Background: an optimization exercise with open tools, aiming at small area, a short achievable clock period and few clock cycles per item. Do not read the settings as production practice.
Only simulation tests tie the RTL to the original design; equivalence was not proved.

JK:
Design aesha_keccak, start of the top module:
module aesha_keccak(input  logic         i_clk,
                    input  logic         i_reset,    
                    input  logic         i_start,
                    input  logic [511:0] i_data,
                    output logic [511:0] o_data,
                    output logic         o_busy,
                    output logic         o_done
                   );
export LEC_CHECK = 0
export CAP_MARGIN = 30
export CORE_MARGIN = 2
export CORE_UTILIZATION = 50
export CTS_BUF_LIST = sky130_fd_sc_hd__clkbuf_16
export CTS_CLUSTER_DIAMETER = 60
export CTS_CLUSTER_SIZE = 20
export PLACE_DENSITY = 0.6
export SETUP_SLACK_MARGIN = 2.25
export SLEW_MARGIN = 20
export SYNTH_HIERARCHICAL = 1
create_clock -name core_clock -period 5.5 [get_ports {i_clk}]
standard.sh (not shown) runs the stock make flow with config.mk's settings and CLKGATE_MAP_FILE= SYNTH_SCRIPT=/design/flow/synth_recipe.tcl, a recipe that flattens the netlist after the stock synthesis.
==> flow/flow/run.sh <==
#!/bin/bash
# The standard ORFS layout (standard.sh), with faster, smaller port buffers
# (buffer_ports -buffer_cell) and sizing not tied to cell footprints.
set -euo pipefail
bash standard.sh \
  "BUFFER_PORTS_ARGS=-buffer_cell sky130_fd_sc_hd__buf_2" \
  MATCH_CELL_FOOTPRINT=0 \
  finish > standard_sh.log 2>&1
JK completed every stage of the flow, and the final layout passed the timing, DRC and antenna checks.
Testbench counts of JK, summed over its fixed seeds: cycles 8,000, items 320.
Modified inputs, MS compared to JK
# JK
export LEC_CHECK = 0
export CAP_MARGIN = 30
export CORE_MARGIN = 2
export CORE_UTILIZATION = 50
export CTS_BUF_LIST = sky130_fd_sc_hd__clkbuf_16
export CTS_CLUSTER_DIAMETER = 60
export CTS_CLUSTER_SIZE = 20
export PLACE_DENSITY = 0.6
export SETUP_SLACK_MARGIN = 2.25
export SLEW_MARGIN = 20
export SYNTH_HIERARCHICAL = 1
create_clock -name core_clock -period 5.5 [get_ports {i_clk}]
# MS
export LEC_CHECK = 0
export CAP_MARGIN = 30
export CORE_MARGIN = 2
export CORE_UTILIZATION = 45
export CTS_BUF_LIST = sky130_fd_sc_hd__clkbuf_16
export CTS_CLUSTER_DIAMETER = 80
export CTS_CLUSTER_SIZE = 28
export PLACE_DENSITY = 0.55
export SETUP_SLACK_MARGIN = 2.1
export SLEW_MARGIN = 20
export SYNTH_HIERARCHICAL = 1
create_clock -name core_clock -period 5.5 [get_ports {i_clk}]
Results
Complete run, failing final checks: MS, reason max-capacitance violations, max-slew violations. Where final wirelength is concerned, JK is better than MS. MS vs. JK: remaining number of nets flagged by the antenna check after routing was more or less identical; final cell utilization of the core has decreased; delay contributed by the slowest stage of the critical path went down by 190 ps.
Input-level comparison between AL and MS:
# MS
export LEC_CHECK = 0
export CAP_MARGIN = 30
export CORE_MARGIN = 2
export CORE_UTILIZATION = 45
export CTS_BUF_LIST = sky130_fd_sc_hd__clkbuf_16
export CTS_CLUSTER_DIAMETER = 80
export CTS_CLUSTER_SIZE = 28
export PLACE_DENSITY = 0.55
export SETUP_SLACK_MARGIN = 2.1
export SLEW_MARGIN = 20
export SYNTH_HIERARCHICAL = 1
create_clock -name core_clock -period 5.5 [get_ports {i_clk}]
# AL
export LEC_CHECK = 0
export CAP_MARGIN = 40
export CORE_MARGIN = 2
export CORE_UTILIZATION = 55
export CTS_BUF_LIST = sky130_fd_sc_hd__clkbuf_16
export CTS_CLUSTER_DIAMETER = 60
export CTS_CLUSTER_SIZE = 20
export PLACE_DENSITY = 0.65
export SETUP_SLACK_MARGIN = 2.0
export SLEW_MARGIN = 40
export SYNTH_HIERARCHICAL = 1
create_clock -name core_clock -period 5.5 [get_ports {i_clk}]
==> comparison <==
AL finished all stages; the layout is clean. Taking MS over AL, the final routed wirelength across all metal layers ratio works out to 1.10. The run showing the greater core utilization is AL. Diff MS and AL: post-route minimum period lower in MS. The post-CTS setup-driven buffer insertion count reported for AL is smaller than that of MS by 3. MS → AL: sequential share of layout area climbed 0.55 points; clock network contribution to total cell area now larger; share of flip-flops with an asynchronous set or reset after synthesis essentially unchanged. Going from MS to AL, maximum clock frequency shrank slightly.
Input changes introduced in TR (baseline for comparison: AL):
# AL
export LEC_CHECK = 0
export CAP_MARGIN = 40
export CORE_MARGIN = 2
export CORE_UTILIZATION = 55
export CTS_BUF_LIST = sky130_fd_sc_hd__clkbuf_16
export CTS_CLUSTER_DIAMETER = 60
export CTS_CLUSTER_SIZE = 20
export PLACE_DENSITY = 0.65
export SETUP_SLACK_MARGIN = 2.0
export SLEW_MARGIN = 40
export SYNTH_HIERARCHICAL = 1
create_clock -name core_clock -period 5.5 [get_ports {i_clk}]
# TR
export LEC_CHECK = 0
export CAP_MARGIN = 30
export CORE_MARGIN = 2
export CORE_UTILIZATION = 50
export CTS_BUF_LIST = sky130_fd_sc_hd__clkbuf_16
export CTS_CLUSTER_DIAMETER = 80
export CTS_CLUSTER_SIZE = 28
export PLACE_DENSITY = 0.6
export SETUP_SLACK_MARGIN = 2.0
export SLEW_MARGIN = 20
export SYNTH_HIERARCHICAL = 1
create_clock -name core_clock -period 5.5 [get_ports {i_clk}]
--- outcome ---
Of AL and TR, the higher instance area after placement belongs to AL. The highest-delay cell along the critical path comes out sky130_fd_sc_hd__nor2_1 in one run and sky130_fd_sc_hd__xor2_1 in the other, namely in AL and TR respectively. AL → TR: detailed-route wire length rose by about 2.7%; time the final worst path needs with I/O delays and setup fell by 99 ps; global-route usage fell by 4.2 points; final core utilization fell by 7.3 points. Compared with AL, TR instantiates a larger number of standard cells. Looking at routing usage on met1, TR sits 0.45 points above AL.
### TR -> PW
# TR
export LEC_CHECK = 0
export CAP_MARGIN = 30
export CORE_MARGIN = 2
export CORE_UTILIZATION = 50
export CTS_BUF_LIST = sky130_fd_sc_hd__clkbuf_16
export CTS_CLUSTER_DIAMETER = 80
export CTS_CLUSTER_SIZE = 28
export PLACE_DENSITY = 0.6
export SETUP_SLACK_MARGIN = 2.0
export SLEW_MARGIN = 20
export SYNTH_HIERARCHICAL = 1
create_clock -name core_clock -period 5.5 [get_ports {i_clk}]
# PW
export LEC_CHECK = 0
export CAP_MARGIN = 30
export CORE_MARGIN = 2
export CORE_UTILIZATION = 50
export CTS_BUF_LIST = sky130_fd_sc_hd__clkbuf_16
export CTS_CLUSTER_DIAMETER = 60
export CTS_CLUSTER_SIZE = 20
export PLACE_DENSITY = 0.7
export SETUP_SLACK_MARGIN = 2.0
export SLEW_MARGIN = 20
export SYNTH_HIERARCHICAL = 1
create_clock -name core_clock -period 5.5 [get_ports {i_clk}]
==> summary.txt <==
- Cmp TR and PW / detailed route wirelength on metal3 / lower: TR
- TR → PW: global-route wire length before repair moved up; wire length moved up.
- TR → PW: via count increased by 1,209 relative to the old numbers, critical path depth increased by 1 relative to the old numbers, insertion delay of the later-clocked pin in the worst-skew pair increased by 40 ps relative to the old numbers.
- Diff TR and PW: data arrival time at the worst-slack endpoint higher in PW

* * *

Another version of the RTL of aesha_keccak (not shown whole).
For scale: ~10000 cells after synthesis, roughly 1600 flip-flops, roughly 1000 I/O pins, ~100000 µm² of cells after synthesis.
Design aesha_keccak, start of the top module:
module aesha_keccak(input  logic         i_clk,
                    input  logic         i_reset,    
                    input  logic         i_start,
                    input  logic [511:0] i_data,
                    output logic [511:0] o_data,
                    output logic         o_busy,
                    output logic         o_done
                   );
make LEC_CHECK=0 CAP_MARGIN=40 CORE_MARGIN=2 CORE_UTILIZATION=35 PLACE_DENSITY=0.5 SETUP_SLACK_MARGIN=2.0 SLEW_MARGIN=40 SYNTH_HIERARCHICAL=1 finish   # period 5.5 ns
run.sh (not shown) runs the stock make flow with config.mk's settings and CLKGATE_MAP_FILE= SYNTH_SCRIPT=/design/flow/synth_recipe.tcl, a recipe that flattens the netlist after the stock synthesis.
Stock flow here: none of the scripts above is used.
Testbench counts at the start, summed over its fixed seeds: cycles 8,000, items 320.
Edit:
- SETUP_SLACK_MARGIN: 2.0 -> default
Cell area went down by 2.9%.
Wire length stays flat.

* * *

RTL: one of the versions met above, not the one the previous note started from.
Size in the first run: ~11000 cells after synthesis, about 1000 I/O pins, about 95000 sq um of cells after synthesis.
==> flow/config.mk <==
export PLATFORM = sky130hd
export DESIGN_NAME = aesha_keccak
export DESIGN_NICKNAME = aesha_keccak
export VERILOG_FILES = /design/flow/design.v
export SDC_FILE = /design/flow/constraint.sdc
export NUM_CORES = 4
export LEC_CHECK = 0
export CAP_MARGIN = 40
export CORE_MARGIN = 2
export CORE_UTILIZATION = 50
export CTS_BUF_LIST = sky130_fd_sc_hd__clkbuf_16
export CTS_CLUSTER_DIAMETER = 60
export CTS_CLUSTER_SIZE = 20
export PLACE_DENSITY = 0.6
export SETUP_SLACK_MARGIN = 2.0
export SLEW_MARGIN = 20
export SYNTH_HIERARCHICAL = 1
==> flow/constraint.sdc <==
create_clock -name core_clock -period 5.5 [get_ports {i_clk}]
set_input_delay 1.1000 -clock core_clock [delete_from_list [all_inputs] [get_ports {i_clk}]]
set_output_delay 1.1000 -clock core_clock [all_outputs]
set_load 0.01 [all_outputs]
standard.sh (not shown) runs the stock make flow with config.mk's settings and CLKGATE_MAP_FILE= SYNTH_SCRIPT=/design/flow/synth_recipe.tcl, a recipe that flattens the netlist after the stock synthesis.
Scripts as last shown in full above: flow/flow/run.sh
The starting point finished with timing, DRC and antenna clean.
Testbench counts at the start, summed over its fixed seeds: cycles 8,000, items 320.
Rerun with:
Settings changed: CAP_MARGIN 40 to 30, SETUP_SLACK_MARGIN 2.0 to 1.75.
After rerunning: The changed run ran to the end with no violations; die area stays the same; count of clock-buffer cells in the layout is unchanged; via count came out lower by about 1.2%.
Rerun with:
Settings changed: CAP_MARGIN 30 to 40, GPL_ROUTABILITY_DRIVEN from default to 0, SETUP_SLACK_MARGIN 1.75 to 2.0.
Now the flow reached the layout checks and failed them: max-capacitance violations, max-slew violations.
Register-to-register slack is worse by 0.41 ns.
Final area barely changes.
Global-route usage shrinks by 3.1 points.
Die area is unchanged.
Worst setup slack is worse by 0.41 ns.
Hold slack is worse by 0.020 ns.
Cell count grows slightly.
Via count grows by a few percent.

* * *

## rev 12
Starting RTL as in the previous note.
Settings: LEC_CHECK=0, CAP_MARGIN=30, CORE_MARGIN=2, CORE_UTILIZATION=50, CTS_BUF_LIST=sky130_fd_sc_hd__clkbuf_16, CTS_CLUSTER_DIAMETER=80, CTS_CLUSTER_SIZE=28, PLACE_DENSITY=0.6, SETUP_SLACK_MARGIN=2.0, SLEW_MARGIN=20, SYNTH_HIERARCHICAL=1, TNS_END_PERCENT=50; clock period 5.5 ns.
Scripts as last shown in full above: flow/flow/run.sh
Rev 12 did not stop at any stage, and its layout met the timing, DRC and antenna checks.
Testbench counts of rev 12, summed over its fixed seeds: cycles 8,000, items 320.
diff inputs: rev 12 => rev 13
- CTS_CLUSTER_DIAMETER now 60, was 80
- CTS_CLUSTER_SIZE now 20, was 28
- TNS_END_PERCENT no longer set, was 50
Findings:
Taking rev 12 as the reference, in rev 13 post-detailed-routing wire length shows an increase of 0.45%, area growth from synthesis to layout shows an increase of 1.6 points, smallest hold slack shows an increase of 0.0072 ns. | share of final layout cell area taken by non-clock buffers | higher: rev 12 |. Utilization for rev 13: 0.83 points up relative to rev 12. NOTE number of antenna diodes rev 12->rev 13 decreased by more than 10%.

* * *

exp/quartz:
aesha_keccak, a different RTL version from the one above (not shown whole).
Size: roughly 10000 cells after synthesis, about 1600 flip-flops, roughly 1000 I/O pins, ~97000 sq um of cells after synthesis.
// aesha_keccak
module aesha_keccak(input  logic         i_clk,
                    input  logic         i_reset,    
                    input  logic         i_start,
                    input  logic [511:0] i_data,
                    output logic [511:0] o_data,
                    output logic         o_busy,
                    output logic         o_done
                   );
Settings: LEC_CHECK=0, CAP_MARGIN=40, CORE_MARGIN=2, CORE_UTILIZATION=55, PLACE_DENSITY=0.65, SETUP_SLACK_MARGIN=2.0, SLEW_MARGIN=40, SYNTH_HIERARCHICAL=1; clock period 5.5 ns.
run.sh (not shown) runs the stock make flow with config.mk's settings and CLKGATE_MAP_FILE= SYNTH_SCRIPT=/design/flow/synth_recipe.tcl, a recipe that flattens the netlist after the stock synthesis.
Stock flow here: none of the scripts above is used.
exp/quartz finished every stage and its layout cleared the timing, DRC and antenna checks.
Testbench counts of exp/quartz, summed over its fixed seeds: cycles 8,000, items 320.
For exp/delta, these inputs were changed with respect to exp/quartz:
# exp/quartz
export LEC_CHECK = 0
export CAP_MARGIN = 40
export CORE_MARGIN = 2
export CORE_UTILIZATION = 55
export PLACE_DENSITY = 0.65
export SETUP_SLACK_MARGIN = 2.0
export SLEW_MARGIN = 40
export SYNTH_HIERARCHICAL = 1
create_clock -name core_clock -period 5.5 [get_ports {i_clk}]
# exp/delta
export LEC_CHECK = 0
export CAP_MARGIN = 20
export CORE_MARGIN = 2
export CORE_UTILIZATION = 50
export CTS_BUF_LIST = sky130_fd_sc_hd__clkbuf_16
export CTS_CLUSTER_DIAMETER = 60
export CTS_CLUSTER_SIZE = 20
export PLACE_DENSITY = 0.6
export SETUP_SLACK_MARGIN = 2.0
export SLEW_MARGIN = 20
export SYNTH_HIERARCHICAL = 1
create_clock -name core_clock -period 5.5 [get_ports {i_clk}]
==> flow/flow/run.sh (new file) <==
#!/bin/bash
# The standard ORFS layout (standard.sh), with faster, smaller port buffers
# (buffer_ports -buffer_cell) and sizing not tied to cell footprints.
set -euo pipefail
bash standard.sh \
  "BUFFER_PORTS_ARGS=-buffer_cell sky130_fd_sc_hd__buf_2" \
  MATCH_CELL_FOOTPRINT=0 \
  finish > standard_sh.log 2>&1
==> flow/standard.sh (new file) <==
#!/bin/bash
# synth_recipe.tcl (not shown) runs the flow's synth.tcl, then flattens the netlist and writes it again
# the make line also repeats each setting of config.mk as NAME=value (left out here)
make -C /OpenROAD-flow-scripts/flow DESIGN_CONFIG=/design/flow/config.mk WORK_HOME=/design/flow/orfs CLKGATE_MAP_FILE= SYNTH_SCRIPT=/design/flow/synth_recipe.tcl "${@:-finish}"
removed: flow/run.sh
--- outcome ---
Summary of exp/delta over exp/quartz: clock transition at the registers of the reported paths now sits at about the same level; number of placement rows now sits higher; post-synthesis to final-layout area growth now sits lower.
Inputs modified between exp/delta and exp/yarrow:
# exp/delta
export LEC_CHECK = 0
export CAP_MARGIN = 20
export CORE_MARGIN = 2
export CORE_UTILIZATION = 50
export CTS_BUF_LIST = sky130_fd_sc_hd__clkbuf_16
export CTS_CLUSTER_DIAMETER = 60
export CTS_CLUSTER_SIZE = 20
export PLACE_DENSITY = 0.6
export SETUP_SLACK_MARGIN = 2.0
export SLEW_MARGIN = 20
export SYNTH_HIERARCHICAL = 1
create_clock -name core_clock -period 5.5 [get_ports {i_clk}]
# exp/yarrow
export LEC_CHECK = 0
export CAP_MARGIN = 20
export CORE_MARGIN = 2
export CORE_UTILIZATION = 50
export CTS_BUF_LIST = sky130_fd_sc_hd__clkbuf_16
export CTS_CLUSTER_DIAMETER = 60
export CTS_CLUSTER_SIZE = 20
export PLACE_DENSITY = 0.6
export SETUP_SLACK_MARGIN = 2.5
export SLEW_MARGIN = 20
export SYNTH_HIERARCHICAL = 1
create_clock -name core_clock -period 5.5 [get_ports {i_clk}]
- Delta (exp/yarrow minus exp/delta): via count of the first global-routing pass climbed 3535, headroom to the max-slew limit climbed 18 points, global-route wire length before repair climbed about 2.7%, synthesized cell count barely changed.
- Reported for exp/delta and exp/yarrow, fraction of the mapped netlist area in simple logic gates turned out identical to the last digit.
- Changes observed in exp/yarrow relative to exp/delta: global-route usage grew by 1.6 points; total wirelength of the detailed-routed design grew by 4.4%.
#### Input delta (exp/pepper over exp/yarrow)
# exp/yarrow
export LEC_CHECK = 0
export CAP_MARGIN = 20
export CORE_MARGIN = 2
export CORE_UTILIZATION = 50
export CTS_BUF_LIST = sky130_fd_sc_hd__clkbuf_16
export CTS_CLUSTER_DIAMETER = 60
export CTS_CLUSTER_SIZE = 20
export PLACE_DENSITY = 0.6
export SETUP_SLACK_MARGIN = 2.5
export SLEW_MARGIN = 20
export SYNTH_HIERARCHICAL = 1
create_clock -name core_clock -period 5.5 [get_ports {i_clk}]
# exp/pepper
export LEC_CHECK = 0
export CAP_MARGIN = 20
export CORE_MARGIN = 2
export CORE_UTILIZATION = 40
export CTS_BUF_LIST = sky130_fd_sc_hd__clkbuf_16
export CTS_CLUSTER_DIAMETER = 60
export CTS_CLUSTER_SIZE = 20
export PLACE_DENSITY = 0.5
export SETUP_SLACK_MARGIN = 2.0
export SLEW_MARGIN = 20
export SYNTH_HIERARCHICAL = 1
create_clock -name core_clock -period 5.5 [get_ports {i_clk}]
## What came out
The launching instance or port of the critical path comes out a[1089]$_DFF_P_ in one run and a[415]$_DFF_P_ in the other, namely in exp/yarrow and exp/pepper respectively.
The final reports for exp/pepper and exp/yarrow show clock distribution area overhead in the final layout higher in the former.
From exp/yarrow to exp/pepper the numbers moved as follows: share of the final layout cell area in sequential cells now sits higher; die height now sits higher; per-cell routed wire length now sits higher.
Diff exp/yarrow -> exp/pepper | clock-buffer cell count | up by more than 10%
Proportion of layout cells with a drive suffix above 1 is higher on exp/yarrow
What exp/juniper does differently from exp/pepper at the input level:
# exp/pepper
export LEC_CHECK = 0
export CAP_MARGIN = 20
export CORE_MARGIN = 2
export CORE_UTILIZATION = 40
export CTS_BUF_LIST = sky130_fd_sc_hd__clkbuf_16
export CTS_CLUSTER_DIAMETER = 60
export CTS_CLUSTER_SIZE = 20
export PLACE_DENSITY = 0.5
export SETUP_SLACK_MARGIN = 2.0
export SLEW_MARGIN = 20
export SYNTH_HIERARCHICAL = 1
create_clock -name core_clock -period 5.5 [get_ports {i_clk}]
# exp/juniper
export LEC_CHECK = 0
export CAP_MARGIN = 10
export CORE_MARGIN = 2
export CORE_UTILIZATION = 60
export CTS_BUF_LIST = sky130_fd_sc_hd__clkbuf_8
export CTS_CLUSTER_DIAMETER = 100
export CTS_CLUSTER_SIZE = 30
export PLACE_DENSITY = 0.7
export SETUP_SLACK_MARGIN = 2.3
export SLEW_MARGIN = 10
export SYNTH_HIERARCHICAL = 1
create_clock -name core_clock -period 5.5 [get_ports {i_clk}]
==> flow/run.sh (new file) <==
#!/bin/bash
# synth_recipe.tcl (not shown) runs the flow's synth.tcl, then flattens the netlist and writes it again
# the make line also repeats each setting of config.mk as NAME=value (left out here)
make -C /OpenROAD-flow-scripts/flow DESIGN_CONFIG=/design/flow/config.mk WORK_HOME=/design/flow/orfs CLKGATE_MAP_FILE= SYNTH_SCRIPT=/design/flow/synth_recipe.tcl finish
removed: flow/flow/run.sh
removed: flow/standard.sh
==> summary.txt <==
- exp/juniper terminated abnormally: global routing reported GRT-0232.
- Changes observed in exp/juniper relative to exp/pepper: number of H-tree branching levels dropped 2; number of gates given a new drive strength after cts climbed 150%; total setup buffers inserted after CTS climbed 9; buffer depth of the longest clock path barely changed; HPWL after detailed placement dropped 19%.
- From exp/pepper to exp/juniper the numbers moved as follows: post-synth design cell area comparable, floorplan row count now smaller, count of clock tree sinks comparable, sequential area share after synthesis comparable, routability congestion estimate now larger.

==> what the ideal ports hide <==
The results above use ideal ports. As a check the final layouts listed here were re-extracted and re-timed, cells and wires unchanged. Step 1: set_driving_cell puts a clkbuf_16 on i_clk and a buf_2 on each other input, an assumption about the parent block. Step 2 moves the port delays by t, midway between the first and last clock arrival at a register: inputs arrive t later, outputs are due t later. That takes back most of the time a late clock gives input paths. a / b / c = ideal / step 1 / step 2; a / b = the first two.
run | shift t [ns] | slack for setup (ns) | hold WS [ns] | clock arrival spread, ns | slew at the worst register clock pin (ns) | worst data-port slew with drivers (ns)
JK | 0.969 | 1.836 / 1.836 / 1.836 | 0.086 / 0.014 / 0.664 | 0.048 / 0.048 | 0.09 / 0.09 | 0.07
MS | 0.953 | 1.655 / 1.655 / 1.655 | 0.068 / -0.015 / 0.672 | 0.050 / 0.049 | 0.10 / 0.10 | 0.11
AL | 0.980 | 1.587 / 1.587 / 1.587 | 0.067 / -0.014 / 0.674 | 0.044 / 0.043 | 0.09 / 0.09 | 0.06
TR | 0.958 | 1.686 / 1.686 / 1.686 | 0.062 / -0.004 / 0.669 | 0.041 / 0.041 | 0.12 / 0.12 | 0.07
PW | 0.984 | 1.617 / 1.617 / 1.617 | 0.066 / -0.011 / 0.673 | 0.053 / 0.054 | 0.09 / 0.09 | 0.14
the first run of note 2 | 1.043 | 1.738 / 1.738 / 1.284 | 0.461 / 0.403 / 0.612 | 0.043 / 0.042 | 0.07 / 0.07 | 0.10
the second run of note 2 | 1.035 | 1.213 / 1.213 / 1.213 | 0.454 / 0.407 / 0.609 | 0.041 / 0.042 | 0.07 / 0.07 | 0.12
the first run of note 3 | 0.974 | 1.567 / 1.567 / 1.567 | 0.087 / 0.007 / 0.665 | 0.060 / 0.061 | 0.09 / 0.09 | 0.08
the second run of note 3 | 0.950 | 1.427 / 1.427 / 1.427 | 0.087 / 0.020 / 0.668 | 0.049 / 0.050 | 0.09 / 0.09 | 0.07
the third run of note 3 | 0.982 | 1.020 / 1.020 / 1.020 | 0.067 / -0.024 / 0.647 | 0.077 / 0.077 | 0.09 / 0.09 | 0.06
rev 12 | 0.956 | 1.549 / 1.549 / 1.549 | 0.073 / 0.000 / 0.669 | 0.043 / 0.043 | 0.11 / 0.11 | 0.08
rev 13 | 0.964 | 1.704 / 1.704 / 1.704 | 0.080 / 0.013 / 0.663 | 0.052 / 0.051 | 0.09 / 0.09 | 0.07
exp/quartz | 0.992 | 1.417 / 1.417 / 1.417 | 0.469 / 0.389 / 0.662 | 0.049 / 0.049 | 0.07 / 0.07 | 0.15
exp/delta | 0.974 | 1.685 / 1.685 / 1.685 | 0.069 / -0.015 / 0.670 | 0.051 / 0.050 | 0.09 / 0.09 | 0.10
exp/yarrow | 0.995 | 2.118 / 2.118 / 2.118 | 0.062 / -0.027 / 0.664 | 0.046 / 0.046 | 0.09 / 0.09 | 0.11
exp/pepper | 0.989 | 1.720 / 1.720 / 1.720 | 0.066 / -0.011 / 0.659 | 0.042 / 0.042 | 0.08 / 0.08 | 0.11
The setup slack of the first run of note 2, which loses most, moves by 0.000 ns with the drivers and by -0.454 ns with both steps.
